This is an optimization exercise on Yosys and OpenROAD, whose aim is small area, not a production implementation. In this exercise RTL edits were held to simulation tests only and were not proved equivalent to the original.

--- config.mk ---
export PLATFORM = sky130hd
export DESIGN_NAME = motor1stab
export DESIGN_NICKNAME = motor1stab
export VERILOG_FILES = /design/flow/design.v
export SDC_FILE = /design/flow/constraint.sdc
export NUM_CORES = 4
export LEC_CHECK = 0
export CAP_MARGIN = 20
export CORE_MARGIN = 2
export CORE_UTILIZATION = 80
export CTS_BUF_LIST = sky130_fd_sc_hd__clkbuf_8
export CTS_CLUSTER_SIZE = 30
export SLEW_MARGIN = 20
--- constraint.sdc ---
create_clock -name core_clock -period 40.0 [get_ports {clk}]
set_input_delay 8.0000 -clock core_clock [delete_from_list [all_inputs] [get_ports {clk}]]
set_output_delay 8.0000 -clock core_clock [all_outputs]
set_load 0.01 [all_outputs]
--- design.v ---
module motor1stab(clk, rst,
m1in, m2in, m3in, m4in, ch6ratio, ch3ratio,
m1ratio,m2ratio,m3ratio,m4ratio);
input [10:0] m1in, m2in, m3in, m4in,  ch6ratio, ch3ratio;
input clk,rst;
output [10:0] m1ratio,m2ratio,m3ratio,m4ratio;
localparam P0 = 3'b000,   
           P1 = 3'b001,   
           AA = 3'b010,   
           AB = 3'b011,   
           WF = 3'b100,   
           WS = 3'b101,   
           GB = 3'b110;   
localparam [16:0] LFSR_END = 17'h151ae;
reg [2:0] ph;
reg [16:0] lfsr;
reg sec2;
reg [10:0] a1, a2, a3, a4;    
reg [10:0] b1, b2, b3, b4;    
reg [10:0] r1, r2, r3, r4;    
wire first = (ph == WF);
wire [10:0] x1 = first ? a1 : b1;
wire [10:0] x2 = first ? a2 : b2;
wire neq = (m1in != x1) || (m2in != x2);
always @(posedge clk or negedge rst)
if (!rst) begin
	ph <= P0;
	lfsr <= 17'd0;
	sec2 <= 1'b0;
end else begin
	lfsr <= {lfsr[15:0], ~(lfsr[16] ^ lfsr[13])};
	if (lfsr == LFSR_END) sec2 <= 1'b1;
	case (ph)
	P0: ph <= P1;
	P1: ph <= WF;
	WF: ph <= (neq || sec2) ? GB : WS;
	WS: ph <= neq ? GB : WS;
	GB: ph <= AA;
	AA: ph <= AB;
	AB: ph <= WF;
	default: ph <= P0;
	endcase
end
wire cap_a = ph[2] | ~ph[1];    
wire adj   = ~ph[2] & ph[1];
always @(posedge clk) begin
	if (cap_a) begin
		a1 <= m1in; a2 <= m2in; a3 <= m3in; a4 <= m4in;
	end
	if (first) begin
		b1 <= a1; b2 <= a2; b3 <= a3; b4 <= a4;
	end
end
wire gt1, gt2, gt3, gt4;
wire [10:0] d1, d2, d3, d4;
wire [11:0] cp, cp3;
wire [4:0] w0, w1, w2, w3, w4;
wire t1 = ch6ratio[3] ^ ch6ratio[0];
wire t2 = ch6ratio[3] & ch6ratio[0];
wire t3 = ch6ratio[4] ^ ch6ratio[1] ^ t2;
wire t4 = (ch6ratio[4] & ch6ratio[1]) | (t2 & (ch6ratio[4] ^ ch6ratio[1]));
wire t5 = ch6ratio[5] ^ ch6ratio[2] ^ ch6ratio[0];
wire t6 = (ch6ratio[5] & ch6ratio[2]) | (ch6ratio[0] & (ch6ratio[5] ^ ch6ratio[2]));
wire t7 = t5 ^ t4;
wire t8 = t5 & t4;
wire t9 = ch6ratio[6] ^ ch6ratio[3] ^ ch6ratio[1];
wire t10 = (ch6ratio[6] & ch6ratio[3]) | (ch6ratio[1] & (ch6ratio[6] ^ ch6ratio[3]));
wire t11 = t6 ^ t9 ^ t8;
wire t12 = (t6 & t9) | (t8 & (t6 ^ t9));
wire t13 = ch6ratio[7] ^ ch6ratio[4] ^ ch6ratio[2];
wire t14 = (ch6ratio[7] & ch6ratio[4]) | (ch6ratio[2] & (ch6ratio[7] ^ ch6ratio[4]));
wire t15 = t10 ^ t13 ^ t12;
wire t16 = (t10 & t13) | (t12 & (t10 ^ t13));
wire t17 = ch6ratio[8] ^ ch6ratio[5] ^ ch6ratio[3];
wire t18 = (ch6ratio[8] & ch6ratio[5]) | (ch6ratio[3] & (ch6ratio[8] ^ ch6ratio[5]));
wire t19 = t14 ^ t17 ^ t16;
wire t20 = (t14 & t17) | (t16 & (t14 ^ t17));
wire t21 = ch6ratio[9] ^ ch6ratio[6] ^ ch6ratio[4];
wire t22 = (ch6ratio[9] & ch6ratio[6]) | (ch6ratio[4] & (ch6ratio[9] ^ ch6ratio[6]));
wire t23 = t18 ^ t21 ^ t20;
wire t24 = (t18 & t21) | (t20 & (t18 ^ t21));
wire t25 = ch6ratio[10] ^ ch6ratio[7] ^ ch6ratio[5];
wire t26 = (ch6ratio[10] & ch6ratio[7]) | (ch6ratio[5] & (ch6ratio[10] ^ ch6ratio[7]));
wire t27 = ch6ratio[0] ^ t22 ^ t25;
wire t28 = (ch6ratio[0] & t22) | (t25 & (ch6ratio[0] ^ t22));
wire t29 = t27 ^ t24;
wire t30 = t27 & t24;
wire t31 = ch6ratio[8] ^ ch6ratio[6] ^ ch6ratio[1];
wire t32 = t26 ^ t31 ^ t28;
wire t33 = t32 ^ t30;
wire t34 = ch6ratio[0] ^ ch6ratio[1];
wire t35 = ch6ratio[0] & ch6ratio[1];
wire t36 = ch6ratio[1] ^ ch6ratio[2] ^ t35;
wire t37 = (ch6ratio[1] & ch6ratio[2]) | (t35 & (ch6ratio[1] ^ ch6ratio[2]));
wire t38 = ch6ratio[2] ^ t1 ^ t37;
wire t39 = (ch6ratio[2] & t1) | (t37 & (ch6ratio[2] ^ t1));
wire t40 = t1 ^ t3 ^ t39;
wire t41 = (t1 & t3) | (t39 & (t1 ^ t3));
wire t42 = t3 ^ t7 ^ t41;
wire t43 = (t3 & t7) | (t41 & (t3 ^ t7));
wire t44 = t7 ^ t11 ^ t43;
wire t45 = (t7 & t11) | (t43 & (t7 ^ t11));
wire t46 = t11 ^ t15 ^ t45;
wire t47 = (t11 & t15) | (t45 & (t11 ^ t15));
wire t48 = t15 ^ t19 ^ t47;
wire t49 = (t15 & t19) | (t47 & (t15 ^ t19));
wire t50 = t19 ^ t23 ^ t49;
wire t51 = (t19 & t23) | (t49 & (t19 ^ t23));
wire t52 = t23 ^ t29 ^ t51;
wire t53 = (t23 & t29) | (t51 & (t23 ^ t29));
wire t54 = t29 ^ t33 ^ t53;
wire t55 = ~ch6ratio[5];
wire t56 = ~ch6ratio[10];
wire t57 = ch6ratio[0] ^ ch6ratio[7] ^ t56;
wire t58 = (ch6ratio[0] & ch6ratio[7]) | (t56 & (ch6ratio[0] ^ ch6ratio[7]));
wire t59 = ch6ratio[1] ^ t55 ^ ch6ratio[6];
wire t60 = (ch6ratio[1] & t55) | (ch6ratio[6] & (ch6ratio[1] ^ t55));
wire t61 = ~(ch6ratio[7] ^ ch6ratio[8]);
wire t62 = ch6ratio[7] | ch6ratio[8];
wire t63 = t58 ^ t59 ^ t61;
wire t64 = (t58 & t59) | (t61 & (t58 ^ t59));
wire t65 = ch6ratio[2] ^ ch6ratio[6] ^ ch6ratio[8];
wire t66 = (ch6ratio[2] & ch6ratio[6]) | (ch6ratio[8] & (ch6ratio[2] ^ ch6ratio[6]));
wire t67 = ~(ch6ratio[9] ^ t60);
wire t68 = ch6ratio[9] | t60;
wire t69 = t62 ^ t65 ^ t64;
wire t70 = (t62 & t65) | (t64 & (t62 ^ t65));
wire t71 = t67 ^ t69;
wire t72 = t67 & t69;
wire t73 = ch6ratio[3] ^ ch6ratio[6] ^ ch6ratio[9];
wire t74 = (ch6ratio[3] & ch6ratio[6]) | (ch6ratio[9] & (ch6ratio[3] ^ ch6ratio[6]));
wire t75 = t66 ^ t73 ^ t68;
wire t76 = (t66 & t73) | (t68 & (t66 ^ t73));
wire t77 = t70 ^ t75 ^ t72;
wire t78 = (t70 & t75) | (t72 & (t70 ^ t75));
wire t79 = ch6ratio[4] ^ t55 ^ t74;
wire t80 = (ch6ratio[4] & t55) | (t74 & (ch6ratio[4] ^ t55));
wire t81 = t79 ^ t76 ^ t78;
wire t82 = (t79 & t76) | (t78 & (t79 ^ t76));
wire t83 = t80 ^ t82;
wire t84 = t80 & t82;
wire t85 = t84 | (t83 & t81 & (t77 | t71 | t63));
wire t86 = t85 & ~t63;
wire t87 = t85 & t63;
wire t88 = t71 ^ t86;
wire t89 = t71 & t86;
wire t90 = t77 ^ t86 ^ t89;
wire t91 = (t77 & t86) | (t89 & (t77 ^ t86));
wire t92 = t87 | t91;
wire t93 = t81 ^ t92;
wire t94 = t81 & t92;
wire t95 = t83 ^ t94;
wire t96 = t63 ^ t85;
wire t97 = t95 | (t93 & t90 & (t88 | t96 | t57));
wire t98 = t97 & ~t57;
wire t99 = t97 & t57;
wire t100 = t96 ^ t98;
wire t101 = t96 & t98;
wire t102 = t88 ^ t98 ^ t101;
wire t103 = (t88 & t98) | (t101 & (t88 ^ t98));
wire t104 = t99 | t103;
wire t105 = t90 ^ t104;
wire t106 = t90 & t104;
wire t107 = t93 ^ t106;
wire t108 = t57 ^ t97;
wire t109 = t107 | (t105 & t102 & (t100 | t108 | 1'b0));
wire t110 = t109 & ~1'b0;
wire t111 = t109 & 1'b0;
wire t112 = t108 ^ t110;
wire t113 = t108 & t110;
wire t114 = t100 ^ t110 ^ t113;
wire t115 = (t100 & t110) | (t113 & (t100 ^ t110));
wire t116 = t111 | t115;
wire t117 = t102 ^ t116;
wire t118 = t102 & t116;
wire t119 = t105 ^ t118;
wire t120 = 1'b0 ^ t109;
wire t121 = t119 | (t117 & t114 & (t112 | t120 | 1'b0));
wire t122 = t121 & ~1'b0;
wire t123 = t121 & 1'b0;
wire t124 = t120 ^ t122;
wire t125 = t120 & t122;
wire t126 = t112 ^ t122 ^ t125;
wire t127 = (t112 & t122) | (t125 & (t112 ^ t122));
wire t128 = t123 | t127;
wire t129 = t114 ^ t128;
wire t130 = t114 & t128;
wire t131 = t117 ^ t130;
wire t132 = 1'b0 ^ t121;
wire t133 = t131 | (t129 & t126 & (t124 | t132 | 1'b0));
wire t134 = t133 & ~1'b0;
wire t135 = t133 & 1'b0;
wire t136 = t132 ^ t134;
wire t137 = t132 & t134;
wire t138 = t124 ^ t134 ^ t137;
wire t139 = (t124 & t134) | (t137 & (t124 ^ t134));
wire t140 = t135 | t139;
wire t141 = t126 ^ t140;
wire t142 = t126 & t140;
wire t143 = t129 ^ t142;
wire t144 = 1'b0 ^ t133;
wire t145 = t143 | (t141 & t138 & (t136 | t144 | 1'b0));
wire t146 = t145 & ~1'b0;
wire t147 = t145 & 1'b0;
wire t148 = t144 ^ t146;
wire t149 = t144 & t146;
wire t150 = t136 ^ t146 ^ t149;
wire t151 = (t136 & t146) | (t149 & (t136 ^ t146));
wire t152 = t147 | t151;
wire t153 = t138 ^ t152;
wire t154 = t138 & t152;
wire t155 = t141 ^ t154;
wire t156 = 1'b0 ^ t145;
wire t157 = a1[0] ^ a2[0] ^ a3[0];
wire t158 = (a1[0] & a2[0]) | (a3[0] & (a1[0] ^ a2[0]));
wire t159 = a4[0] ^ t157;
wire t160 = a4[0] & t157;
wire t161 = a1[1] ^ a2[1] ^ a3[1];
wire t162 = (a1[1] & a2[1]) | (a3[1] & (a1[1] ^ a2[1]));
wire t163 = a4[1] ^ t158 ^ t161;
wire t164 = (a4[1] & t158) | (t161 & (a4[1] ^ t158));
wire t165 = t160 ^ t163;
wire t166 = t160 & t163;
wire t167 = a1[2] ^ a2[2] ^ a3[2];
wire t168 = (a1[2] & a2[2]) | (a3[2] & (a1[2] ^ a2[2]));
wire t169 = a4[2] ^ t162 ^ t167;
wire t170 = (a4[2] & t162) | (t167 & (a4[2] ^ t162));
wire t171 = t164 ^ t169 ^ t166;
wire t172 = (t164 & t169) | (t166 & (t164 ^ t169));
wire t173 = a1[3] ^ a2[3] ^ a3[3];
wire t174 = (a1[3] & a2[3]) | (a3[3] & (a1[3] ^ a2[3]));
wire t175 = a4[3] ^ t168 ^ t173;
wire t176 = (a4[3] & t168) | (t173 & (a4[3] ^ t168));
wire t177 = t170 ^ t175 ^ t172;
wire t178 = (t170 & t175) | (t172 & (t170 ^ t175));
wire t179 = a1[4] ^ a2[4] ^ a3[4];
wire t180 = (a1[4] & a2[4]) | (a3[4] & (a1[4] ^ a2[4]));
wire t181 = a4[4] ^ t174 ^ t179;
wire t182 = (a4[4] & t174) | (t179 & (a4[4] ^ t174));
wire t183 = t176 ^ t181 ^ t178;
wire t184 = (t176 & t181) | (t178 & (t176 ^ t181));
wire t185 = a1[5] ^ a2[5] ^ a3[5];
wire t186 = (a1[5] & a2[5]) | (a3[5] & (a1[5] ^ a2[5]));
wire t187 = a4[5] ^ t180 ^ t185;
wire t188 = (a4[5] & t180) | (t185 & (a4[5] ^ t180));
wire t189 = t182 ^ t187 ^ t184;
wire t190 = (t182 & t187) | (t184 & (t182 ^ t187));
wire t191 = a1[6] ^ a2[6] ^ a3[6];
wire t192 = (a1[6] & a2[6]) | (a3[6] & (a1[6] ^ a2[6]));
wire t193 = a4[6] ^ t186 ^ t191;
wire t194 = (a4[6] & t186) | (t191 & (a4[6] ^ t186));
wire t195 = t188 ^ t193 ^ t190;
wire t196 = (t188 & t193) | (t190 & (t188 ^ t193));
wire t197 = a1[7] ^ a2[7] ^ a3[7];
wire t198 = (a1[7] & a2[7]) | (a3[7] & (a1[7] ^ a2[7]));
wire t199 = a4[7] ^ t192 ^ t197;
wire t200 = (a4[7] & t192) | (t197 & (a4[7] ^ t192));
wire t201 = t194 ^ t199 ^ t196;
wire t202 = (t194 & t199) | (t196 & (t194 ^ t199));
wire t203 = a1[8] ^ a2[8] ^ a3[8];
wire t204 = (a1[8] & a2[8]) | (a3[8] & (a1[8] ^ a2[8]));
wire t205 = a4[8] ^ t198 ^ t203;
wire t206 = (a4[8] & t198) | (t203 & (a4[8] ^ t198));
wire t207 = t200 ^ t205 ^ t202;
wire t208 = (t200 & t205) | (t202 & (t200 ^ t205));
wire t209 = a1[9] ^ a2[9] ^ a3[9];
wire t210 = (a1[9] & a2[9]) | (a3[9] & (a1[9] ^ a2[9]));
wire t211 = a4[9] ^ t204 ^ t209;
wire t212 = (a4[9] & t204) | (t209 & (a4[9] ^ t204));
wire t213 = t206 ^ t211 ^ t208;
wire t214 = (t206 & t211) | (t208 & (t206 ^ t211));
wire t215 = a1[10] ^ a2[10] ^ a3[10];
wire t216 = (a1[10] & a2[10]) | (a3[10] & (a1[10] ^ a2[10]));
wire t217 = a4[10] ^ t210 ^ t215;
wire t218 = (a4[10] & t210) | (t215 & (a4[10] ^ t210));
wire t219 = t212 ^ t217 ^ t214;
wire t220 = (t212 & t217) | (t214 & (t212 ^ t217));
wire t221 = t216 ^ t218 ^ t220;
wire t222 = (t216 & t218) | (t220 & (t216 ^ t218));
wire t223 = (a1[0] & ~t171) | (a1[0] & 1'b0) | (~t171 & 1'b0);
wire t224 = (a1[1] & ~t177) | (a1[1] & t223) | (~t177 & t223);
wire t225 = (a1[2] & ~t183) | (a1[2] & t224) | (~t183 & t224);
wire t226 = (a1[3] & ~t189) | (a1[3] & t225) | (~t189 & t225);
wire t227 = (a1[4] & ~t195) | (a1[4] & t226) | (~t195 & t226);
wire t228 = (a1[5] & ~t201) | (a1[5] & t227) | (~t201 & t227);
wire t229 = (a1[6] & ~t207) | (a1[6] & t228) | (~t207 & t228);
wire t230 = (a1[7] & ~t213) | (a1[7] & t229) | (~t213 & t229);
wire t231 = (a1[8] & ~t219) | (a1[8] & t230) | (~t219 & t230);
wire t232 = (a1[9] & ~t221) | (a1[9] & t231) | (~t221 & t231);
wire t233 = (a1[10] & ~t222) | (a1[10] & t232) | (~t222 & t232);
assign gt1 = t233;
wire t234 = (a2[0] & ~t171) | (a2[0] & 1'b0) | (~t171 & 1'b0);
wire t235 = (a2[1] & ~t177) | (a2[1] & t234) | (~t177 & t234);
wire t236 = (a2[2] & ~t183) | (a2[2] & t235) | (~t183 & t235);
wire t237 = (a2[3] & ~t189) | (a2[3] & t236) | (~t189 & t236);
wire t238 = (a2[4] & ~t195) | (a2[4] & t237) | (~t195 & t237);
wire t239 = (a2[5] & ~t201) | (a2[5] & t238) | (~t201 & t238);
wire t240 = (a2[6] & ~t207) | (a2[6] & t239) | (~t207 & t239);
wire t241 = (a2[7] & ~t213) | (a2[7] & t240) | (~t213 & t240);
wire t242 = (a2[8] & ~t219) | (a2[8] & t241) | (~t219 & t241);
wire t243 = (a2[9] & ~t221) | (a2[9] & t242) | (~t221 & t242);
wire t244 = (a2[10] & ~t222) | (a2[10] & t243) | (~t222 & t243);
assign gt2 = t244;
wire t245 = (a3[0] & ~t171) | (a3[0] & 1'b0) | (~t171 & 1'b0);
wire t246 = (a3[1] & ~t177) | (a3[1] & t245) | (~t177 & t245);
wire t247 = (a3[2] & ~t183) | (a3[2] & t246) | (~t183 & t246);
wire t248 = (a3[3] & ~t189) | (a3[3] & t247) | (~t189 & t247);
wire t249 = (a3[4] & ~t195) | (a3[4] & t248) | (~t195 & t248);
wire t250 = (a3[5] & ~t201) | (a3[5] & t249) | (~t201 & t249);
wire t251 = (a3[6] & ~t207) | (a3[6] & t250) | (~t207 & t250);
wire t252 = (a3[7] & ~t213) | (a3[7] & t251) | (~t213 & t251);
wire t253 = (a3[8] & ~t219) | (a3[8] & t252) | (~t219 & t252);
wire t254 = (a3[9] & ~t221) | (a3[9] & t253) | (~t221 & t253);
wire t255 = (a3[10] & ~t222) | (a3[10] & t254) | (~t222 & t254);
assign gt3 = t255;
wire t256 = (a4[0] & ~t171) | (a4[0] & 1'b0) | (~t171 & 1'b0);
wire t257 = (a4[1] & ~t177) | (a4[1] & t256) | (~t177 & t256);
wire t258 = (a4[2] & ~t183) | (a4[2] & t257) | (~t183 & t257);
wire t259 = (a4[3] & ~t189) | (a4[3] & t258) | (~t189 & t258);
wire t260 = (a4[4] & ~t195) | (a4[4] & t259) | (~t195 & t259);
wire t261 = (a4[5] & ~t201) | (a4[5] & t260) | (~t201 & t260);
wire t262 = (a4[6] & ~t207) | (a4[6] & t261) | (~t207 & t261);
wire t263 = (a4[7] & ~t213) | (a4[7] & t262) | (~t213 & t262);
wire t264 = (a4[8] & ~t219) | (a4[8] & t263) | (~t219 & t263);
wire t265 = (a4[9] & ~t221) | (a4[9] & t264) | (~t221 & t264);
wire t266 = (a4[10] & ~t222) | (a4[10] & t265) | (~t222 & t265);
assign gt4 = t266;
wire t267 = ~a1[0];
wire t268 = ~a1[1];
wire t269 = ~a1[2];
wire t270 = ~a1[3];
wire t271 = ~a1[4];
wire t272 = ~a1[5];
wire t273 = ~a1[6];
wire t274 = ~a1[7];
wire t275 = ~a1[8];
wire t276 = ~a1[9];
wire t277 = ~a1[10];
wire t278 = ~(b1[0] ^ t267);
wire t279 = b1[0] | t267;
wire t280 = b1[1] ^ t268 ^ t279;
wire t281 = (b1[1] & t268) | (t279 & (b1[1] ^ t268));
wire t282 = b1[2] ^ t269 ^ t281;
wire t283 = (b1[2] & t269) | (t281 & (b1[2] ^ t269));
wire t284 = b1[3] ^ t270 ^ t283;
wire t285 = (b1[3] & t270) | (t283 & (b1[3] ^ t270));
wire t286 = b1[4] ^ t271 ^ t285;
wire t287 = (b1[4] & t271) | (t285 & (b1[4] ^ t271));
wire t288 = b1[5] ^ t272 ^ t287;
wire t289 = (b1[5] & t272) | (t287 & (b1[5] ^ t272));
wire t290 = b1[6] ^ t273 ^ t289;
wire t291 = (b1[6] & t273) | (t289 & (b1[6] ^ t273));
wire t292 = b1[7] ^ t274 ^ t291;
wire t293 = (b1[7] & t274) | (t291 & (b1[7] ^ t274));
wire t294 = b1[8] ^ t275 ^ t293;
wire t295 = (b1[8] & t275) | (t293 & (b1[8] ^ t275));
wire t296 = b1[9] ^ t276 ^ t295;
wire t297 = (b1[9] & t276) | (t295 & (b1[9] ^ t276));
wire t298 = b1[10] ^ t277 ^ t297;
assign d1 = {t298, t296, t294, t292, t290, t288, t286, t284, t282, t280, t278};
wire t299 = ~a2[0];
wire t300 = ~a2[1];
wire t301 = ~a2[2];
wire t302 = ~a2[3];
wire t303 = ~a2[4];
wire t304 = ~a2[5];
wire t305 = ~a2[6];
wire t306 = ~a2[7];
wire t307 = ~a2[8];
wire t308 = ~a2[9];
wire t309 = ~a2[10];
wire t310 = ~(b2[0] ^ t299);
wire t311 = b2[0] | t299;
wire t312 = b2[1] ^ t300 ^ t311;
wire t313 = (b2[1] & t300) | (t311 & (b2[1] ^ t300));
wire t314 = b2[2] ^ t301 ^ t313;
wire t315 = (b2[2] & t301) | (t313 & (b2[2] ^ t301));
wire t316 = b2[3] ^ t302 ^ t315;
wire t317 = (b2[3] & t302) | (t315 & (b2[3] ^ t302));
wire t318 = b2[4] ^ t303 ^ t317;
wire t319 = (b2[4] & t303) | (t317 & (b2[4] ^ t303));
wire t320 = b2[5] ^ t304 ^ t319;
wire t321 = (b2[5] & t304) | (t319 & (b2[5] ^ t304));
wire t322 = b2[6] ^ t305 ^ t321;
wire t323 = (b2[6] & t305) | (t321 & (b2[6] ^ t305));
wire t324 = b2[7] ^ t306 ^ t323;
wire t325 = (b2[7] & t306) | (t323 & (b2[7] ^ t306));
wire t326 = b2[8] ^ t307 ^ t325;
wire t327 = (b2[8] & t307) | (t325 & (b2[8] ^ t307));
wire t328 = b2[9] ^ t308 ^ t327;
wire t329 = (b2[9] & t308) | (t327 & (b2[9] ^ t308));
wire t330 = b2[10] ^ t309 ^ t329;
assign d2 = {t330, t328, t326, t324, t322, t320, t318, t316, t314, t312, t310};
wire t331 = ~a3[0];
wire t332 = ~a3[1];
wire t333 = ~a3[2];
wire t334 = ~a3[3];
wire t335 = ~a3[4];
wire t336 = ~a3[5];
wire t337 = ~a3[6];
wire t338 = ~a3[7];
wire t339 = ~a3[8];
wire t340 = ~a3[9];
wire t341 = ~a3[10];
wire t342 = ~(b3[0] ^ t331);
wire t343 = b3[0] | t331;
wire t344 = b3[1] ^ t332 ^ t343;
wire t345 = (b3[1] & t332) | (t343 & (b3[1] ^ t332));
wire t346 = b3[2] ^ t333 ^ t345;
wire t347 = (b3[2] & t333) | (t345 & (b3[2] ^ t333));
wire t348 = b3[3] ^ t334 ^ t347;
wire t349 = (b3[3] & t334) | (t347 & (b3[3] ^ t334));
wire t350 = b3[4] ^ t335 ^ t349;
wire t351 = (b3[4] & t335) | (t349 & (b3[4] ^ t335));
wire t352 = b3[5] ^ t336 ^ t351;
wire t353 = (b3[5] & t336) | (t351 & (b3[5] ^ t336));
wire t354 = b3[6] ^ t337 ^ t353;
wire t355 = (b3[6] & t337) | (t353 & (b3[6] ^ t337));
wire t356 = b3[7] ^ t338 ^ t355;
wire t357 = (b3[7] & t338) | (t355 & (b3[7] ^ t338));
wire t358 = b3[8] ^ t339 ^ t357;
wire t359 = (b3[8] & t339) | (t357 & (b3[8] ^ t339));
wire t360 = b3[9] ^ t340 ^ t359;
wire t361 = (b3[9] & t340) | (t359 & (b3[9] ^ t340));
wire t362 = b3[10] ^ t341 ^ t361;
assign d3 = {t362, t360, t358, t356, t354, t352, t350, t348, t346, t344, t342};
wire t363 = ~a4[0];
wire t364 = ~a4[1];
wire t365 = ~a4[2];
wire t366 = ~a4[3];
wire t367 = ~a4[4];
wire t368 = ~a4[5];
wire t369 = ~a4[6];
wire t370 = ~a4[7];
wire t371 = ~a4[8];
wire t372 = ~a4[9];
wire t373 = ~a4[10];
wire t374 = ~(b4[0] ^ t363);
wire t375 = b4[0] | t363;
wire t376 = b4[1] ^ t364 ^ t375;
wire t377 = (b4[1] & t364) | (t375 & (b4[1] ^ t364));
wire t378 = b4[2] ^ t365 ^ t377;
wire t379 = (b4[2] & t365) | (t377 & (b4[2] ^ t365));
wire t380 = b4[3] ^ t366 ^ t379;
wire t381 = (b4[3] & t366) | (t379 & (b4[3] ^ t366));
wire t382 = b4[4] ^ t367 ^ t381;
wire t383 = (b4[4] & t367) | (t381 & (b4[4] ^ t367));
wire t384 = b4[5] ^ t368 ^ t383;
wire t385 = (b4[5] & t368) | (t383 & (b4[5] ^ t368));
wire t386 = b4[6] ^ t369 ^ t385;
wire t387 = (b4[6] & t369) | (t385 & (b4[6] ^ t369));
wire t388 = b4[7] ^ t370 ^ t387;
wire t389 = (b4[7] & t370) | (t387 & (b4[7] ^ t370));
wire t390 = b4[8] ^ t371 ^ t389;
wire t391 = (b4[8] & t371) | (t389 & (b4[8] ^ t371));
wire t392 = b4[9] ^ t372 ^ t391;
wire t393 = (b4[9] & t372) | (t391 & (b4[9] ^ t372));
wire t394 = b4[10] ^ t373 ^ t393;
assign d4 = {t394, t392, t390, t388, t386, t384, t382, t380, t378, t376, t374};
assign cp = {t33, t29, t23, t19, t15, t11, t7, t3, t1, ch6ratio[2], ch6ratio[1], ch6ratio[0]};
assign cp3 = {t54, t52, t50, t48, t46, t44, t42, t40, t38, t36, t34, ch6ratio[0]};
assign w0 = {t107, t105, t102, t100, t108};
assign w1 = {t119, t117, t114, t112, t120};
assign w2 = {t131, t129, t126, t124, t132};
assign w3 = {t143, t141, t138, t136, t144};
assign w4 = {t155, t153, t150, t148, t156};
wire act1 = gt1 & (|d1);
wire act2 = gt2 & (|d2);
wire act3 = gt3 & (|d3);
wire act4 = gt4 & (|d4);
wire s12 = act1 & act2;
wire [10:0] u1d = act1 ? d1 : d2;
wire [10:0] u2d = s12 ? d2 : d3;
wire [10:0] u3d = act4 ? d4 : d3;
wire [10:0] u1m = act1 ? m1in : m2in;
wire [10:0] u2m = s12 ? m2in : m3in;
wire [10:0] u3m = act4 ? m4in : m3in;
wire [10:0] u1o, u2o, u3o;
dunit u1 (.d(u1d), .m(u1m), .cp(cp), .cp3(cp3), .w0(w0), .w1(w1), .w2(w2), .w3(w3), .w4(w4), .c0(ch6ratio[0]), .o(u1o));
dunit u2 (.d(u2d), .m(u2m), .cp(cp), .cp3(cp3), .w0(w0), .w1(w1), .w2(w2), .w3(w3), .w4(w4), .c0(ch6ratio[0]), .o(u2o));
dunit u3 (.d(u3d), .m(u3m), .cp(cp), .cp3(cp3), .w0(w0), .w1(w1), .w2(w2), .w3(w3), .w4(w4), .c0(ch6ratio[0]), .o(u3o));
wire [10:0] o1 = u1o;
wire [10:0] o2 = act1 ? u2o : u1o;
wire [10:0] o3 = s12 ? u3o : u2o;
wire [10:0] o4 = u3o;
wire off = ch3ratio < 11'd50;
wire [10:0] n1 = off ? 11'd0 : act1 ? o1 : m1in;
wire [10:0] n2 = off ? 11'd0 : act2 ? o2 : m2in;
wire [10:0] n3 = off ? 11'd0 : act3 ? o3 : m3in;
wire [10:0] n4 = off ? 11'd0 : act4 ? o4 : m4in;
assign m1ratio = adj ? n1 : r1;
assign m2ratio = adj ? n2 : r2;
assign m3ratio = adj ? n3 : r3;
assign m4ratio = adj ? n4 : r4;
always @(posedge clk or negedge rst)
if (!rst) begin
	r1 <= 11'd0; r2 <= 11'd0; r3 <= 11'd0; r4 <= 11'd0;
end else begin
	r1 <= m1ratio; r2 <= m2ratio; r3 <= m3ratio; r4 <= m4ratio;
end
endmodule
module dunit(d, m, cp, cp3, w0, w1, w2, w3, w4, c0, o);
input [10:0] d;
input [10:0] m;
input [11:0] cp;
input [11:0] cp3;
input [4:0] w0;
input [4:0] w1;
input [4:0] w2;
input [4:0] w3;
input [4:0] w4;
input [0:0] c0;
output [10:0] o;
wire n1 = ~d[5];
wire n2 = ~d[10];
wire n3 = d[0] ^ d[7] ^ n2;
wire n4 = (d[0] & d[7]) | (n2 & (d[0] ^ d[7]));
wire n5 = d[1] ^ n1 ^ d[6];
wire n6 = (d[1] & n1) | (d[6] & (d[1] ^ n1));
wire n7 = ~(d[7] ^ d[8]);
wire n8 = d[7] | d[8];
wire n9 = n4 ^ n5 ^ n7;
wire n10 = (n4 & n5) | (n7 & (n4 ^ n5));
wire n11 = d[2] ^ d[6] ^ d[8];
wire n12 = (d[2] & d[6]) | (d[8] & (d[2] ^ d[6]));
wire n13 = ~(d[9] ^ n6);
wire n14 = d[9] | n6;
wire n15 = n8 ^ n11 ^ n10;
wire n16 = (n8 & n11) | (n10 & (n8 ^ n11));
wire n17 = n13 ^ n15;
wire n18 = n13 & n15;
wire n19 = d[3] ^ d[6] ^ d[9];
wire n20 = (d[3] & d[6]) | (d[9] & (d[3] ^ d[6]));
wire n21 = n12 ^ n19 ^ n14;
wire n22 = (n12 & n19) | (n14 & (n12 ^ n19));
wire n23 = n16 ^ n21 ^ n18;
wire n24 = (n16 & n21) | (n18 & (n16 ^ n21));
wire n25 = d[4] ^ n1 ^ n20;
wire n26 = (d[4] & n1) | (n20 & (d[4] ^ n1));
wire n27 = n25 ^ n22 ^ n24;
wire n28 = (n25 & n22) | (n24 & (n25 ^ n22));
wire n29 = n26 ^ n28;
wire n30 = n26 & n28;
wire n31 = n30 | (n29 & n27 & (n23 | n17 | n9));
wire n32 = n31 & ~n9;
wire n33 = n31 & n9;
wire n34 = n17 ^ n32;
wire n35 = n17 & n32;
wire n36 = n23 ^ n32 ^ n35;
wire n37 = (n23 & n32) | (n35 & (n23 ^ n32));
wire n38 = n33 | n37;
wire n39 = n27 ^ n38;
wire n40 = n27 & n38;
wire n41 = n29 ^ n40;
wire n42 = n9 ^ n31;
wire n43 = n41 | (n39 & n36 & (n34 | n42 | n3));
wire n44 = n43 & ~n3;
wire n45 = n43 & n3;
wire n46 = n42 ^ n44;
wire n47 = n42 & n44;
wire n48 = n34 ^ n44 ^ n47;
wire n49 = (n34 & n44) | (n47 & (n34 ^ n44));
wire n50 = n45 | n49;
wire n51 = n36 ^ n50;
wire n52 = n36 & n50;
wire n53 = n39 ^ n52;
wire n54 = n3 ^ n43;
wire n55 = n54 & w0[0];
wire n56 = n54 & w0[1];
wire n57 = n54 & w0[2];
wire n58 = n54 & w0[3];
wire n59 = n54 & w0[4];
wire n60 = n46 & w1[0];
wire n61 = n46 & w1[1];
wire n62 = n46 & w1[2];
wire n63 = n46 & w1[3];
wire n64 = n46 & w1[4];
wire n65 = n48 & w2[0];
wire n66 = n48 & w2[1];
wire n67 = n48 & w2[2];
wire n68 = n48 & w2[3];
wire n69 = n48 & w2[4];
wire n70 = n51 & w3[0];
wire n71 = n51 & w3[1];
wire n72 = n51 & w3[2];
wire n73 = n51 & w3[3];
wire n74 = n51 & w3[4];
wire n75 = n53 & w4[0];
wire n76 = n53 & w4[1];
wire n77 = n53 & w4[2];
wire n78 = n53 & w4[3];
wire n79 = n53 & w4[4];
wire n80 = n55 ^ n60 ^ n65;
wire n81 = (n55 & n60) | (n65 & (n55 ^ n60));
wire n82 = n70 ^ n75 ^ n80;
wire n83 = (n70 & n75) | (n80 & (n70 ^ n75));
wire n84 = n56 ^ n61 ^ n66;
wire n85 = (n56 & n61) | (n66 & (n56 ^ n61));
wire n86 = n71 ^ n76 ^ n81;
wire n87 = (n71 & n76) | (n81 & (n71 ^ n76));
wire n88 = n84 ^ n83 ^ n86;
wire n89 = (n84 & n83) | (n86 & (n84 ^ n83));
wire n90 = n57 ^ n62 ^ n67;
wire n91 = (n57 & n62) | (n67 & (n57 ^ n62));
wire n92 = n72 ^ n77 ^ n85;
wire n93 = (n72 & n77) | (n85 & (n72 ^ n77));
wire n94 = n90 ^ n87 ^ n92;
wire n95 = (n90 & n87) | (n92 & (n90 ^ n87));
wire n96 = n89 ^ n94;
wire n97 = n89 & n94;
wire n98 = n58 ^ n63 ^ n68;
wire n99 = (n58 & n63) | (n68 & (n58 ^ n63));
wire n100 = n73 ^ n78 ^ n91;
wire n101 = (n73 & n78) | (n91 & (n73 ^ n78));
wire n102 = n98 ^ n93 ^ n100;
wire n103 = (n98 & n93) | (n100 & (n98 ^ n93));
wire n104 = n95 ^ n102 ^ n97;
wire n105 = (n95 & n102) | (n97 & (n95 ^ n102));
wire n106 = n59 ^ n64 ^ n69;
wire n107 = (n59 & n64) | (n69 & (n59 ^ n64));
wire n108 = n74 ^ n79 ^ n99;
wire n109 = (n74 & n79) | (n99 & (n74 ^ n79));
wire n110 = n106 ^ n101 ^ n108;
wire n111 = (n106 & n101) | (n108 & (n106 ^ n101));
wire n112 = n103 ^ n110 ^ n105;
wire n113 = (n103 & n110) | (n105 & (n103 ^ n110));
wire n114 = n107 ^ n109 ^ n111;
wire n115 = (n107 & n109) | (n111 & (n107 ^ n109));
wire n116 = n114 ^ n113;
wire n117 = n114 & n113;
wire n118 = n115 ^ n117;
wire n119 = n118 | (n116 & n112 & (n104 | n96 | n88));
wire n120 = n119 & ~n88;
wire n121 = n119 & n88;
wire n122 = n96 ^ n120;
wire n123 = n96 & n120;
wire n124 = n104 ^ n120 ^ n123;
wire n125 = (n104 & n120) | (n123 & (n104 ^ n120));
wire n126 = n121 | n125;
wire n127 = n112 ^ n126;
wire n128 = n112 & n126;
wire n129 = n116 ^ n128;
wire n130 = n88 ^ n119;
wire n131 = n129 | (n127 & n124 & (n122 | n130 | n82));
wire n132 = n131 & ~n82;
wire n133 = n131 & n82;
wire n134 = n130 ^ n132;
wire n135 = n130 & n132;
wire n136 = n122 ^ n132 ^ n135;
wire n137 = (n122 & n132) | (n135 & (n122 ^ n132));
wire n138 = n133 | n137;
wire n139 = n124 ^ n138;
wire n140 = n124 & n138;
wire n141 = n127 ^ n140;
wire n142 = n82 ^ n131;
wire n143 = (d[0] & c0) ^ n142;
wire n144 = (1'b0 & ~d[0] & ~d[1] & ~d[2]) | (~1'b0 & d[0] & ~d[1] & ~d[2]) | (1'b0 & ~d[0] & d[1] & d[2]) | (~1'b0 & d[0] & d[1] & d[2]);
wire n145 = (1'b0 & d[0] & ~d[1] & ~d[2]) | (~1'b0 & ~d[0] & d[1] & ~d[2]) | (1'b0 & d[0] & ~d[1] & d[2]) | (~1'b0 & ~d[0] & d[1] & d[2]);
wire n146 = (1'b0 & ~d[0] & d[1] & ~d[2]) | (~1'b0 & d[0] & d[1] & ~d[2]) | (1'b0 & ~d[0] & ~d[1] & d[2]) | (~1'b0 & d[0] & ~d[1] & d[2]);
wire n147 = (1'b0 & d[0] & d[1] & ~d[2]) | (~1'b0 & ~d[0] & ~d[1] & d[2]);
wire n148 = (1'b0 & ~d[0] & ~d[1] & ~d[2]) | (~1'b0 & d[0] & ~d[1] & ~d[2]) | (1'b0 & d[0] & ~d[1] & ~d[2]) | (~1'b0 & ~d[0] & d[1] & ~d[2]) | (1'b0 & ~d[0] & d[1] & ~d[2]) | (~1'b0 & d[0] & d[1] & ~d[2]) | (1'b0 & d[0] & d[1] & ~d[2]);
wire n149 = (d[2] & ~d[3] & ~d[4] & ~d[5]) | (~d[2] & d[3] & ~d[4] & ~d[5]) | (d[2] & ~d[3] & d[4] & d[5]) | (~d[2] & d[3] & d[4] & d[5]);
wire n150 = (d[2] & d[3] & ~d[4] & ~d[5]) | (~d[2] & ~d[3] & d[4] & ~d[5]) | (d[2] & d[3] & ~d[4] & d[5]) | (~d[2] & ~d[3] & d[4] & d[5]);
wire n151 = (d[2] & ~d[3] & d[4] & ~d[5]) | (~d[2] & d[3] & d[4] & ~d[5]) | (d[2] & ~d[3] & ~d[4] & d[5]) | (~d[2] & d[3] & ~d[4] & d[5]);
wire n152 = (d[2] & d[3] & d[4] & ~d[5]) | (~d[2] & ~d[3] & ~d[4] & d[5]);
wire n153 = (d[2] & ~d[3] & ~d[4] & ~d[5]) | (~d[2] & d[3] & ~d[4] & ~d[5]) | (d[2] & d[3] & ~d[4] & ~d[5]) | (~d[2] & ~d[3] & d[4] & ~d[5]) | (d[2] & ~d[3] & d[4] & ~d[5]) | (~d[2] & d[3] & d[4] & ~d[5]) | (d[2] & d[3] & d[4] & ~d[5]);
wire n154 = (d[5] & ~d[6] & ~d[7] & ~d[8]) | (~d[5] & d[6] & ~d[7] & ~d[8]) | (d[5] & ~d[6] & d[7] & d[8]) | (~d[5] & d[6] & d[7] & d[8]);
wire n155 = (d[5] & d[6] & ~d[7] & ~d[8]) | (~d[5] & ~d[6] & d[7] & ~d[8]) | (d[5] & d[6] & ~d[7] & d[8]) | (~d[5] & ~d[6] & d[7] & d[8]);
wire n156 = (d[5] & ~d[6] & d[7] & ~d[8]) | (~d[5] & d[6] & d[7] & ~d[8]) | (d[5] & ~d[6] & ~d[7] & d[8]) | (~d[5] & d[6] & ~d[7] & d[8]);
wire n157 = (d[5] & d[6] & d[7] & ~d[8]) | (~d[5] & ~d[6] & ~d[7] & d[8]);
wire n158 = (d[5] & ~d[6] & ~d[7] & ~d[8]) | (~d[5] & d[6] & ~d[7] & ~d[8]) | (d[5] & d[6] & ~d[7] & ~d[8]) | (~d[5] & ~d[6] & d[7] & ~d[8]) | (d[5] & ~d[6] & d[7] & ~d[8]) | (~d[5] & d[6] & d[7] & ~d[8]) | (d[5] & d[6] & d[7] & ~d[8]);
wire n159 = (d[8] & ~d[9] & ~d[10] & ~1'b0) | (~d[8] & d[9] & ~d[10] & ~1'b0) | (d[8] & ~d[9] & d[10] & 1'b0) | (~d[8] & d[9] & d[10] & 1'b0);
wire n160 = (d[8] & d[9] & ~d[10] & ~1'b0) | (~d[8] & ~d[9] & d[10] & ~1'b0) | (d[8] & d[9] & ~d[10] & 1'b0) | (~d[8] & ~d[9] & d[10] & 1'b0);
wire n161 = (d[8] & ~d[9] & d[10] & ~1'b0) | (~d[8] & d[9] & d[10] & ~1'b0) | (d[8] & ~d[9] & ~d[10] & 1'b0) | (~d[8] & d[9] & ~d[10] & 1'b0);
wire n162 = (d[8] & d[9] & d[10] & ~1'b0) | (~d[8] & ~d[9] & ~d[10] & 1'b0);
wire n163 = (d[8] & ~d[9] & ~d[10] & ~1'b0) | (~d[8] & d[9] & ~d[10] & ~1'b0) | (d[8] & d[9] & ~d[10] & ~1'b0) | (~d[8] & ~d[9] & d[10] & ~1'b0) | (d[8] & ~d[9] & d[10] & ~1'b0) | (~d[8] & d[9] & d[10] & ~1'b0) | (d[8] & d[9] & d[10] & ~1'b0);
wire n164 = ((n144 & cp[0]) | (n146 & cp3[0])) ^ n148;
wire n165 = ((n144 & cp[1]) | (n145 & cp[0]) | (n146 & cp3[1])) ^ n148;
wire n166 = ((n144 & cp[2]) | (n145 & cp[1]) | (n146 & cp3[2]) | (n147 & cp[0])) ^ n148;
wire n167 = ((n144 & cp[3]) | (n145 & cp[2]) | (n146 & cp3[3]) | (n147 & cp[1])) ^ n148;
wire n168 = ((n144 & cp[4]) | (n145 & cp[3]) | (n146 & cp3[4]) | (n147 & cp[2])) ^ n148;
wire n169 = ((n144 & cp[5]) | (n145 & cp[4]) | (n146 & cp3[5]) | (n147 & cp[3])) ^ n148;
wire n170 = ((n144 & cp[6]) | (n145 & cp[5]) | (n146 & cp3[6]) | (n147 & cp[4])) ^ n148;
wire n171 = ((n144 & cp[7]) | (n145 & cp[6]) | (n146 & cp3[7]) | (n147 & cp[5])) ^ n148;
wire n172 = ((n144 & cp[8]) | (n145 & cp[7]) | (n146 & cp3[8]) | (n147 & cp[6])) ^ n148;
wire n173 = ((n144 & cp[9]) | (n145 & cp[8]) | (n146 & cp3[9]) | (n147 & cp[7])) ^ n148;
wire n174 = ((n144 & cp[10]) | (n145 & cp[9]) | (n146 & cp3[10]) | (n147 & cp[8])) ^ n148;
wire n175 = ((n144 & cp[11]) | (n145 & cp[10]) | (n146 & cp3[11]) | (n147 & cp[9])) ^ n148;
wire n176 = ((n149 & cp[0]) | (n151 & cp3[0])) ^ n153;
wire n177 = ((n149 & cp[1]) | (n150 & cp[0]) | (n151 & cp3[1])) ^ n153;
wire n178 = ((n149 & cp[2]) | (n150 & cp[1]) | (n151 & cp3[2]) | (n152 & cp[0])) ^ n153;
wire n179 = ((n149 & cp[3]) | (n150 & cp[2]) | (n151 & cp3[3]) | (n152 & cp[1])) ^ n153;
wire n180 = ((n149 & cp[4]) | (n150 & cp[3]) | (n151 & cp3[4]) | (n152 & cp[2])) ^ n153;
wire n181 = ((n149 & cp[5]) | (n150 & cp[4]) | (n151 & cp3[5]) | (n152 & cp[3])) ^ n153;
wire n182 = ((n149 & cp[6]) | (n150 & cp[5]) | (n151 & cp3[6]) | (n152 & cp[4])) ^ n153;
wire n183 = ((n149 & cp[7]) | (n150 & cp[6]) | (n151 & cp3[7]) | (n152 & cp[5])) ^ n153;
wire n184 = ((n149 & cp[8]) | (n150 & cp[7]) | (n151 & cp3[8]) | (n152 & cp[6])) ^ n153;
wire n185 = ((n154 & cp[0]) | (n156 & cp3[0])) ^ n158;
wire n186 = ((n154 & cp[1]) | (n155 & cp[0]) | (n156 & cp3[1])) ^ n158;
wire n187 = ((n154 & cp[2]) | (n155 & cp[1]) | (n156 & cp3[2]) | (n157 & cp[0])) ^ n158;
wire n188 = ((n154 & cp[3]) | (n155 & cp[2]) | (n156 & cp3[3]) | (n157 & cp[1])) ^ n158;
wire n189 = ((n154 & cp[4]) | (n155 & cp[3]) | (n156 & cp3[4]) | (n157 & cp[2])) ^ n158;
wire n190 = ((n154 & cp[5]) | (n155 & cp[4]) | (n156 & cp3[5]) | (n157 & cp[3])) ^ n158;
wire n191 = ((n159 & cp[0]) | (n161 & cp3[0])) ^ n163;
wire n192 = ((n159 & cp[1]) | (n160 & cp[0]) | (n161 & cp3[1])) ^ n163;
wire n193 = ((n159 & cp[2]) | (n160 & cp[1]) | (n161 & cp3[2]) | (n162 & cp[0])) ^ n163;
wire n194 = n142 ^ n143 ^ n164;
wire n195 = (n142 & n143) | (n164 & (n142 ^ n143));
wire n196 = n148 ^ n194;
wire n197 = n148 & n194;
wire n198 = m[0] ^ n134 ^ n165;
wire n199 = (m[0] & n134) | (n165 & (m[0] ^ n134));
wire n200 = n195 ^ n198 ^ n197;
wire n201 = (n195 & n198) | (n197 & (n195 ^ n198));
wire n202 = m[1] ^ n136 ^ n166;
wire n203 = (m[1] & n136) | (n166 & (m[1] ^ n136));
wire n204 = n199 ^ n202 ^ n201;
wire n205 = (n199 & n202) | (n201 & (n199 ^ n202));
wire n206 = m[2] ^ n139 ^ n142;
wire n207 = (m[2] & n139) | (n142 & (m[2] ^ n139));
wire n208 = n167 ^ n176 ^ n153;
wire n209 = (n167 & n176) | (n153 & (n167 ^ n176));
wire n210 = n203 ^ n206 ^ n208;
wire n211 = (n203 & n206) | (n208 & (n203 ^ n206));
wire n212 = n210 ^ n205;
wire n213 = n210 & n205;
wire n214 = m[3] ^ n141 ^ n134;
wire n215 = (m[3] & n141) | (n134 & (m[3] ^ n141));
wire n216 = n168 ^ n177 ^ n207;
wire n217 = (n168 & n177) | (n207 & (n168 ^ n177));
wire n218 = n209 ^ n214 ^ n211;
wire n219 = (n209 & n214) | (n211 & (n209 ^ n214));
wire n220 = n216 ^ n218 ^ n213;
wire n221 = (n216 & n218) | (n213 & (n216 ^ n218));
wire n222 = m[4] ^ n136 ^ n142;
wire n223 = (m[4] & n136) | (n142 & (m[4] ^ n136));
wire n224 = n169 ^ n178 ^ n215;
wire n225 = (n169 & n178) | (n215 & (n169 ^ n178));
wire n226 = n222 ^ n217 ^ n224;
wire n227 = (n222 & n217) | (n224 & (n222 ^ n217));
wire n228 = n219 ^ n226 ^ n221;
wire n229 = (n219 & n226) | (n221 & (n219 ^ n226));
wire n230 = m[5] ^ n139 ^ n134;
wire n231 = (m[5] & n139) | (n134 & (m[5] ^ n139));
wire n232 = n170 ^ n179 ^ n185;
wire n233 = (n170 & n179) | (n185 & (n170 ^ n179));
wire n234 = n158 ^ n223 ^ n230;
wire n235 = (n158 & n223) | (n230 & (n158 ^ n223));
wire n236 = n232 ^ n225 ^ n234;
wire n237 = (n232 & n225) | (n234 & (n232 ^ n225));
wire n238 = n227 ^ n236 ^ n229;
wire n239 = (n227 & n236) | (n229 & (n227 ^ n236));
wire n240 = m[6] ^ n141 ^ n136;
wire n241 = (m[6] & n141) | (n136 & (m[6] ^ n141));
wire n242 = n171 ^ n180 ^ n186;
wire n243 = (n171 & n180) | (n186 & (n171 ^ n180));
wire n244 = n231 ^ n233 ^ n240;
wire n245 = (n231 & n233) | (n240 & (n231 ^ n233));
wire n246 = n242 ^ n235 ^ n244;
wire n247 = (n242 & n235) | (n244 & (n242 ^ n235));
wire n248 = n237 ^ n246 ^ n239;
wire n249 = (n237 & n246) | (n239 & (n237 ^ n246));
wire n250 = m[7] ^ n139 ^ n172;
wire n251 = (m[7] & n139) | (n172 & (m[7] ^ n139));
wire n252 = n181 ^ n187 ^ n241;
wire n253 = (n181 & n187) | (n241 & (n181 ^ n187));
wire n254 = n243 ^ n250 ^ n245;
wire n255 = (n243 & n250) | (n245 & (n243 ^ n250));
wire n256 = n252 ^ n247 ^ n254;
wire n257 = (n252 & n247) | (n254 & (n252 ^ n247));
wire n258 = n256 ^ n249;
wire n259 = n256 & n249;
wire n260 = m[8] ^ n141 ^ n173;
wire n261 = (m[8] & n141) | (n173 & (m[8] ^ n141));
wire n262 = n182 ^ n188 ^ n191;
wire n263 = (n182 & n188) | (n191 & (n182 ^ n188));
wire n264 = n163 ^ n251 ^ n260;
wire n265 = (n163 & n251) | (n260 & (n163 ^ n251));
wire n266 = n262 ^ n253 ^ n264;
wire n267 = (n262 & n253) | (n264 & (n262 ^ n253));
wire n268 = n255 ^ n266 ^ n257;
wire n269 = (n255 & n266) | (n257 & (n255 ^ n266));
wire n270 = n268 ^ n259;
wire n271 = n268 & n259;
wire n272 = m[9] ^ n142 ^ n174;
wire n273 = (m[9] & n142) | (n174 & (m[9] ^ n142));
wire n274 = n183 ^ n189 ^ n192;
wire n275 = (n183 & n189) | (n192 & (n183 ^ n189));
wire n276 = n261 ^ n263 ^ n272;
wire n277 = (n261 & n263) | (n272 & (n261 ^ n263));
wire n278 = n274 ^ n265 ^ n276;
wire n279 = (n274 & n265) | (n276 & (n274 ^ n265));
wire n280 = n267 ^ n278 ^ n269;
wire n281 = (n267 & n278) | (n269 & (n267 ^ n278));
wire n282 = n280 ^ n271;
wire n283 = n280 & n271;
wire n284 = m[10] ^ n134 ^ n143;
wire n285 = n175 ^ n184 ^ n190;
wire n286 = n193 ^ n273 ^ n275;
wire n287 = n284 ^ n285 ^ n277;
wire n288 = n286 ^ n279 ^ n287;
wire n289 = n288 ^ n281 ^ n283;
assign o = {n289, n282, n270, n258, n248, n238, n228, n220, n212, n204, n200};
endmodule
--- flow/run.sh ---
#!/bin/bash
# Own layout flow: the standard layout (standard.sh) with four changes:
#  - synthesis runs synth_recipe.tcl with its synth wrapper replaced by
#    flow/synth_proc.tcl: the full/half adders are extracted before synth's
#    abc -fast instead of after it (same passes otherwise, same registers);
#  - the logic is mapped with an area-oriented ABC script (flow/abc_area.script,
#    used as ORFS's abc_area.script with ABC_AREA=1);
#  - the port buffers are sky130_fd_sc_hd__buf_1 cells;
#  - clock tree: clkbuf_16 at the root, clkbuf_4/clkbuf_8 below it, no dummy loads.
# Each step's output goes to its own log file in this folder.
set -euo pipefail
here=$(pwd)
rm -rf "$here/scripts_local"
cp -r "$FLOW_HOME/scripts" "$here/scripts_local"
cp "$here/flow/abc_area.script" "$here/scripts_local/abc_area.script"
first='proc synth {args} { yosys synth -nofsm -noshare {*}$args }'
if [[ "$(head -1 synth_recipe.tcl)" != "$first" ]]; then
  echo "synth_recipe.tcl does not start with the expected synth wrapper" >&2
  exit 1
fi
{ cat "$here/flow/synth_proc.tcl"; tail -n +2 synth_recipe.tcl; } > "$here/own_synth.tcl"
bash standard.sh SCRIPTS_DIR="$here/scripts_local" ABC_AREA=1 SYNTH_SCRIPT="$here/own_synth.tcl" synth > "$here/flow_synth.log" 2>&1
export BUFFER_PORTS_ARGS="-buffer_cell sky130_fd_sc_hd__buf_1"
export CTS_ARGS="-sink_clustering_enable -repair_clock_nets -sink_clustering_size 30 -root_buf sky130_fd_sc_hd__clkbuf_16 -buf_list {sky130_fd_sc_hd__clkbuf_4 sky130_fd_sc_hd__clkbuf_8} -dont_use_dummy_load"
bash standard.sh finish > "$here/flow_finish.log" 2>&1
--- flow/abc_area.script ---
strash
dch -f
map -a
topo
--- flow/synth_proc.tcl ---
# Replaces the first line of synth_recipe.tcl (its synth wrapper). Same synth -nofsm
# -noshare, except that the fine stage extracts the full and half adders (as ORFS's
# synth.tcl does later) before synth's own abc -fast, so that the adder structure of
# the RTL reaches the adder cells. Registers are not touched by this step.
proc synth {args} {
  set i [lsearch -exact $args "fine:"]
  if { $i > 0 && [lindex $args [expr {$i - 1}]] == "-run" } {
    # the fine stage of synth, with the full adders extracted before abc -fast
    set rest [lreplace $args [expr {$i - 1}] $i]
    set top [lindex $rest [expr {[lsearch -exact $rest "-top"] + 1}]]
    set extra {}
    set j [lsearch -exact $rest "-extra-map"]
    if { $j >= 0 } { set extra [list -map [lindex $rest [expr {$j + 1}]]] }
    yosys opt -fast -full
    yosys memory_map
    yosys opt -full
    yosys techmap -map +/techmap.v {*}$extra
    yosys opt -fast
    yosys extract_fa
    yosys techmap -map $::env(ADDER_MAP_FILE)
    yosys techmap
    yosys opt -fast
    yosys abc -fast
    yosys opt -fast
    yosys synth -nofsm -noshare -run check: {*}$rest
  } else {
    yosys synth -nofsm -noshare {*}$args
  }
}
--- standard.sh ---
#!/bin/bash
# synth_recipe.tcl (not shown) runs the flow's synth.tcl, then flattens the netlist and writes it again
# the make line also repeats each setting of config.mk as NAME=value (left out here)
make -C /OpenROAD-flow-scripts/flow DESIGN_CONFIG=/design/flow/config.mk WORK_HOME=/design/flow/orfs CLKGATE_MAP_FILE= SYNTH_SCRIPT=/design/flow/synth_recipe.tcl "${@:-finish}"
==> results of run 1 <==
==> worst paths after layout <==
kind,cells after the start,endpoint,startpoint
max reg2reg,83,r3[10]$_DFF_PN0_,a1[1]$_DFFE_PP_
min in group asynchronous,2,r4[2]$_DFF_PN0_,rst
min,0,lfsr[7]$_DFF_PN0_,lfsr[6]$_DFF_PN0_
min reg2reg,0,lfsr[7]$_DFF_PN0_,lfsr[6]$_DFF_PN0_
max,88,m3ratio[10],ch6ratio[6]
max in group asynchronous,2,r2[10]$_DFF_PN0_,rst
==> kinds of logic after synthesis <==
family,after synthesis,share of synthesized area
and+or+nand+nor,562,0.117
adders and majority gates,446,0.405
AOI/OAI and AO/OA,439,0.138
buffers and inverters,294,0.0565
xor gates and xnor gates,167,0.0749
DFF,153,0.207
muxes,1,0.000577
==> layer usage <==
layer  global-route usage  routed length (µm)
met1                0.587               19300
met2                0.776               27600
met3                0.140                7590
met4                0.341                5750
met5                    0                  27
==> worst reg2reg max path: cells and delay by family (launching register included) <==
kind            cells  cell delay (ns)
fa+ha+maj          52            19.59
compound gates      9             2.29
simple gates       12             2.20
xor+xnor            6             1.59
buf+inv             4             1.27
flops               1             0.51
==> cell type report <==
type                            count  area [µm²]  share of cell area
Multi-Input combinational cell   1615       14400               0.692
Timing Repair Buffer              138         624              0.0299
Sequential cell                   153        4050               0.194
Tap cell                          324         405              0.0194
Clock buffer                       17         245              0.0117
Antenna cell                        1        2.50            0.000120
Inverter                          294        1110              0.0530
==> what timing repair did <==
action | 4_1_cts | 5_1_grt
setup buffers | 0 | 1
endpoints found under the setup margin | 0 | 4
gates resized for setup | 0 | 10
==> layout by cell type (no fill, tap or decap), types with 15 or more instances in the layout <==
cell type / count
fa_1: 317
clkinv_1: 291
nand2_1: 267
nor2_1: 214
o21ai_0: 177
ha_1: 110
buf_1: 109
xor2_1: 101
a22oi_1: 93
a21oi_1: 69
edfxtp_1: 66
dfrtp_1: 65
xnor2_1: 64
buf_4: 28
o22ai_1: 24
dfxtp_1: 22
o211ai_1: 21
or2_2: 20
maj3_1: 17
clkbuf_8: 16
o221ai_1: 15
==> per-stage QoR <==
step                hold slack [ns]  setup slack [ns]  instance area (µm²)
finish                        0.378             0.850                20900
CTS                           0.376             0.370                20800
global route                  0.387            0.0398                20900
floorplan                     0.354              2.27                19500
detailed placement            0.365             0.414                20600
global placement              0.358             0.842                20600
==> metrics.cfg, run 1 <==
[finish]
drive_gt1_frac = 0.0433
areaGrowthSynthToFinish_pct = 6.89
nFillCells = 1246
regMostFlops = lfsr
fin_cells = 2542
utilization = 0.863
fin_nets = 2716
largest_reg_flops = 17

[clock_tree]
cts_max_path_buffers = 2
clock_sinks = 153
clk_latency_ns = 0.40
cts_hold_buf = 0
clk_pin_slew_ns = 0.10
cts_tree = yes
cts-root-buf = clkbuf_16
cts_buffers = 17
htreeDepth = 4

[placed_design]
dp_cells = 2523
dpl.hpwl_um = 47600
io_buffers = 110
place_congestion = 1.02

[worst_setup_path]
slowest_delay_ns = 0.51
cp_slowest_cell = fa_1
crit_buf_inv = 12
rrSetupSlack_ns = 12.46
crit_family = adder cells
crit_type = input port to output pin
cp_max_fo = 6
arrival_ns = 31.15
start_kind = input port
cpMostUsedCell = ha_1
required_ns = 32.00
critPathCaptureType = output pin

[sta]
fmax_mhz = 25.5
rsz0062_at_grt = false
tightest_slew_ns = 1.16
final.setup.tns_ns = 0
layout_min_cycle_time_ns = 39.15
skew_ns = 0.0380
finalSetupViolCount = 0
fin_crit_sh = 0.979
drv_slew = 0
relSlewSlack = 0.227
finalHoldViolations = 0

[global_routing]
grt_pass1_vias = 18000
grt_overflow = 0
grt_first_pass_wirelength_um = 95200
grt_max_degree = 66
gr-usage-all-layers = 0.491
antenna_found_initial = 3

[yosys]
syn_area_mm2 = 0.0195
synth-main-ff-cell = edfxtp_1
yosysTopAreaCell = fa_1
yosysSeqAreaShare = 0.207
ys_ff_latch = 153
synth.top_cell.area_share = 0.325
synth_edf_count = 66
async_flop_share = 0.425
synth_warnings = 1
syn-mean-instance-area_um2 = 9.47
yosys.cell_count.top_type = fa_1
synth.area.top_cells = fa_1 32%, edfxtp_1 10%, dfrtp_1 8.3%
syn_inst = 2062
synth_nets = 2559
yosys-top-cells-count = 317 x fa_1, 294 x clkinv_1, 267 x nand2_1, 216 x nor2_1, 179 x o21ai_0
synth_cell_types = 39

[route]
drc = 0
drt_wl_total_um = 60300
postRouteAntennaNets = 0
post_drt_wl_per_cell_um = 23.7
dr.pass1.iters = 9
vias = 17300
via_per_inst = 6.81
drt_iter0_markers = 2525

[floorplan]
dieArea_mm2 = 0.0257
die_height_um = 160
core_area_mm2 = 0.0242
rows = 57
start_util = 0.808
dieWidth_um = 160
io_pins = 112

[flow_run]
cap_violations = 0

[worst_hold_path]
min_path_type = flip-flop to flip-flop

[outcome]
status = no timing/DRC/antenna violations

==> inputs of run 2 (changes only) <==
--- a/config.mk
+++ b/config.mk
@@ -7,7 +7,7 @@
 export LEC_CHECK = 0
 export CAP_MARGIN = 20
 export CORE_MARGIN = 2
-export CORE_UTILIZATION = 80
+export CORE_UTILIZATION = 75
 export CTS_BUF_LIST = sky130_fd_sc_hd__clkbuf_8
 export CTS_CLUSTER_SIZE = 30
 export SLEW_MARGIN = 20
==> run 2 against run 1 <==
  * Non-clock buffer count rose by 1
  * Cell count rose by 0.43%
  * Count of clock-buffer cells in the layout did not move
  * Final area rose by 0.17%
  * Synthesized cell count did not move
  * Area after synthesis did not move
  * Global-route usage fell by 4.8 points
  * Clock skew barely moved
  * Routed wire length fell by 2.8%
  * Critical path depth did not move
  * Largest cell class unchanged
==> metrics.cfg, run 2 <==
[yosys]
synth-main-ff-cell = edfxtp_1  ; unchanged
synth_warnings = 1  ; unchanged
yosys-top-cells-count = 317 x fa_1, 294 x clkinv_1, 267 x nand2_1, 216 x nor2_1, 179 x o21ai_0  ; unchanged
yosysTopAreaCell = fa_1  ; unchanged
synth.top_cell.area_share = 0.325  ; unchanged
synth_nets = 2559  ; unchanged
syn_area_mm2 = 0.0195  ; unchanged
async_flop_share = 0.425  ; unchanged
yosys.cell_count.top_type = fa_1  ; unchanged
synth_edf_count = 66  ; unchanged
syn-mean-instance-area_um2 = 9.47  ; unchanged
yosysSeqAreaShare = 0.207  ; unchanged
syn_inst = 2062  ; unchanged
synth.area.top_cells = fa_1 32%, edfxtp_1 10%, dfrtp_1 8.3%  ; unchanged
ys_ff_latch = 153  ; unchanged
synth_cell_types = 39  ; unchanged

[global_routing]
grt_max_degree = 66  ; unchanged
grt_first_pass_wirelength_um = 89600  ; was 95200 µm
antenna_found_initial = 2  ; was 3
grt_overflow = 0  ; unchanged
gr-usage-all-layers = 0.443  ; was 0.491
grt_pass1_vias = 17000  ; was 18000

[sta]
fin_crit_sh = 0.974  ; was 0.979
finalHoldViolations = 0  ; unchanged
skew_ns = 0.0377  ; was 0.0380 ns
final.setup.tns_ns = 0  ; unchanged
tightest_slew_ns = 1.10  ; was 1.16 ns
layout_min_cycle_time_ns = 38.95  ; was 39.15 ns
drv_slew = 0  ; unchanged
fmax_mhz = 25.7  ; was 25.5 MHz
relSlewSlack = 0.258  ; was 0.227
finalSetupViolCount = 0  ; unchanged

[worst_hold_path]
min_to = lfsr[9]$_DFF_PN0_  ; was lfsr[7]$_DFF_PN0_
hold-path-cell-count = 0  ; unchanged
min_path_type = flip-flop to flip-flop  ; unchanged
hp-start = lfsr[8]$_DFF_PN0_  ; was lfsr[6]$_DFF_PN0_

[worst_setup_path]
slowest_delay_ns = 0.52  ; was 0.51 ns
cp_max_fo = 6  ; unchanged
start_kind = input port  ; unchanged
worstReg2RegStart = a1[1]$_DFFE_PP_  ; unchanged
rrSetupSlack_ns = 12.64  ; was 12.46 ns
r2r_end = r3[10]$_DFF_PN0_  ; unchanged
crit_type = input port to output pin  ; unchanged
arrival_ns = 30.95  ; was 31.15 ns
critPathCaptureType = output pin  ; unchanged
required_ns = 32.00  ; about the same
cp_slowest_cell = fa_1  ; unchanged
cpMostUsedCell = ha_1  ; unchanged
reg2reg_depth = 80  ; was 83

[floorplan]
dieArea_mm2 = 0.0273  ; was 0.0257 mm²
io_pins = 112  ; unchanged
die_height_um = 165  ; was 160 µm
core_area_mm2 = 0.0258  ; was 0.0242 mm²
dieWidth_um = 165  ; was 160 µm
start_util = 0.756  ; was 0.808
rows = 59  ; was 57

[finish]
areaGrowthSynthToFinish_pct = 7.07  ; was 6.89%
utilization = 0.809  ; was 0.863
drive_gt1_frac = 0.0460  ; was 0.0433
mostFrequentLayoutCells = 317 x fa_1, 289 x clkinv_1, 267 x nand2_1, 212 x nor2_1, 178 x o21ai_0  ; was 317 x fa_1, 291 x clkinv_1, 267 x nand2_1, 214 x nor2_1, 177 x o21ai_0
antenna_cells = 0  ; was 1
final_common_cell = fa_1  ; unchanged
regMostFlops = lfsr  ; unchanged
largest_reg_flops = 17  ; unchanged
fin_cells = 2553  ; was 2542
fin_nets = 2717  ; was 2716

[route]
drt_iter0_markers = 2041  ; was 2525
dr.pass1.iters = 8  ; was 9
post_drt_wl_per_cell_um = 22.9  ; was 23.7 µm
drc = 0  ; unchanged
drt_wl_total_um = 58600  ; was 60300 µm
via_per_inst = 6.52  ; was 6.81
vias = 16600  ; was 17300
postRouteAntennaNets = 0  ; unchanged

[placed_design]
dpl.hpwl_um = 46900  ; was 47600 µm
dp_cells = 2533  ; was 2523
io_buffers = 110  ; unchanged
place_congestion = 0.999  ; was 1.02

[outcome]
status = no timing/DRC/antenna violations  ; unchanged

[clock_tree]
htreeDepth = 4  ; unchanged
clk_pin_slew_ns = 0.10  ; about the same
cts_max_path_buffers = 2  ; unchanged
clock_sinks = 153  ; unchanged
cts-root-buf = clkbuf_16  ; unchanged
clk_latency_ns = 0.39  ; was 0.40 ns
cts_buffers = 17  ; unchanged
cts_tree = yes  ; unchanged

[flow_run]
cap_violations = 0  ; unchanged

-- run 2: worst max-delay path by stage --
| stage | startpoint | slack [ns] | end | cells after the start |
|---|---|---|---|---|
| 2_1_floorplan | ch6ratio[1] | 2.27 | m1ratio[10] | 82 |
| 3_3_place_gp | ch6ratio[6] | 0.83 | m3ratio[10] | 88 |
| 3_5_place_dp | ch6ratio[6] | 0.31 | m3ratio[10] | 88 |
| 4_1_cts | ch6ratio[6] | 0.18 | m3ratio[10] | 88 |
| 5_1_grt | ch6ratio[6] | -0.01 | m2ratio[10] | 89 |
| 6_report | ch6ratio[6] | 1.05 | m2ratio[10] | 88 |
-- run 2: kinds of logic after synthesis --
family | share of synthesized area
AOI/OAI and AO/OA | 0.138
xor gates and xnor gates | 0.0749
adders and majority gates | 0.405
buffers and inverters | 0.0565
DFF | 0.207
muxes | 0.000577
and+or+nand+nor | 0.117
-- run 2: critical path, delay by kind of cell --
kind,cells,cell delay (ns)
AO/OA/AOI/OAI,10,1.26
adder cells (fa/ha/maj),50,17.03
buffers and inverters,12,1.61
XOR/XNOR,5,1.08
AND/OR/NAND/NOR,11,1.96
-- run 2: cell type report --
class                   instances  area, µm²
clock buffers                  17        245
fillers                      1678       4930
inverters                     294       1110
multi-input cells            1615      14500
flip-flops and latches        153       4050
well taps                     335        419
repair buffers                139        632
-- run 2: per-stage QoR --
| stage | worst slack, ns | instance area [µm²] | hold WS [ns] |
|---|---|---|---|
| 3_5_place_dp | 0.308 | 20600 | 0.365 |
| 5_1_grt | -0.0106 | 20900 | 0.383 |
| 3_3_place_gp | 0.832 | 20600 | 0.354 |
| 4_1_cts | 0.181 | 20800 | 0.372 |
| 6_report | 1.05 | 20900 | 0.370 |
| 2_1_floorplan | 2.27 | 19500 | 0.354 |
-- run 2: routing by layer --
layer / routed length (µm) / share of wire / track usage / vias to the layer above
li1: - / - / - / 7152
met1: 19600 / 0.34 / 0.537 / 7961
met2: 27400 / 0.47 / 0.716 / 1180
met3: 6840 / 0.12 / 0.108 / 351
met4: 4720 / 0.080 / 0.282 / 4
met5: 27 / 0.00046 / 0 / -
-- run 2: what timing repair did --
action / in CTS / in global routing
endpoints found under the setup margin: 0 / 6
hold endpoints to repair: 0 / 0
gates resized for setup: 0 / 14
hold buffers: 0 / 0
buffers inserted: 0 / 3

what the ideal ports hide:
Ports are ideal in the flow. The routed layouts listed here were re-timed in OpenROAD.
Step 1 sets driving cells, clkbuf_16 on the clock port and buf_2 on the other inputs (assumed; they add their load-dependent delay and slew).
Step 2, shift: input delay + t, output delay - t, t = (earliest + latest rising clock arrival at the registers) / 2. This alone moves slack from input paths to output paths.
Three values: ideal, step 1, step 2; two values: the first two.
| run | shift t [ns] | setup WS [ns] | clock arrival spread, ns | worst slew at a driven data input, ns |
|---|---|---|---|---|
| run 1 | 0.429 | 0.850 / 0.805 / 0.805 | 0.038 / 0.039 | 0.06 |
| run 2 | 0.425 | 1.049 / 1.007 / 1.007 | 0.040 / 0.040 | 0.06 |
After both steps every run listed still meets setup and hold. For run 1, which loses most, drivers alone change the setup slack by -0.045 ns; drivers and shift together by -0.045 ns.
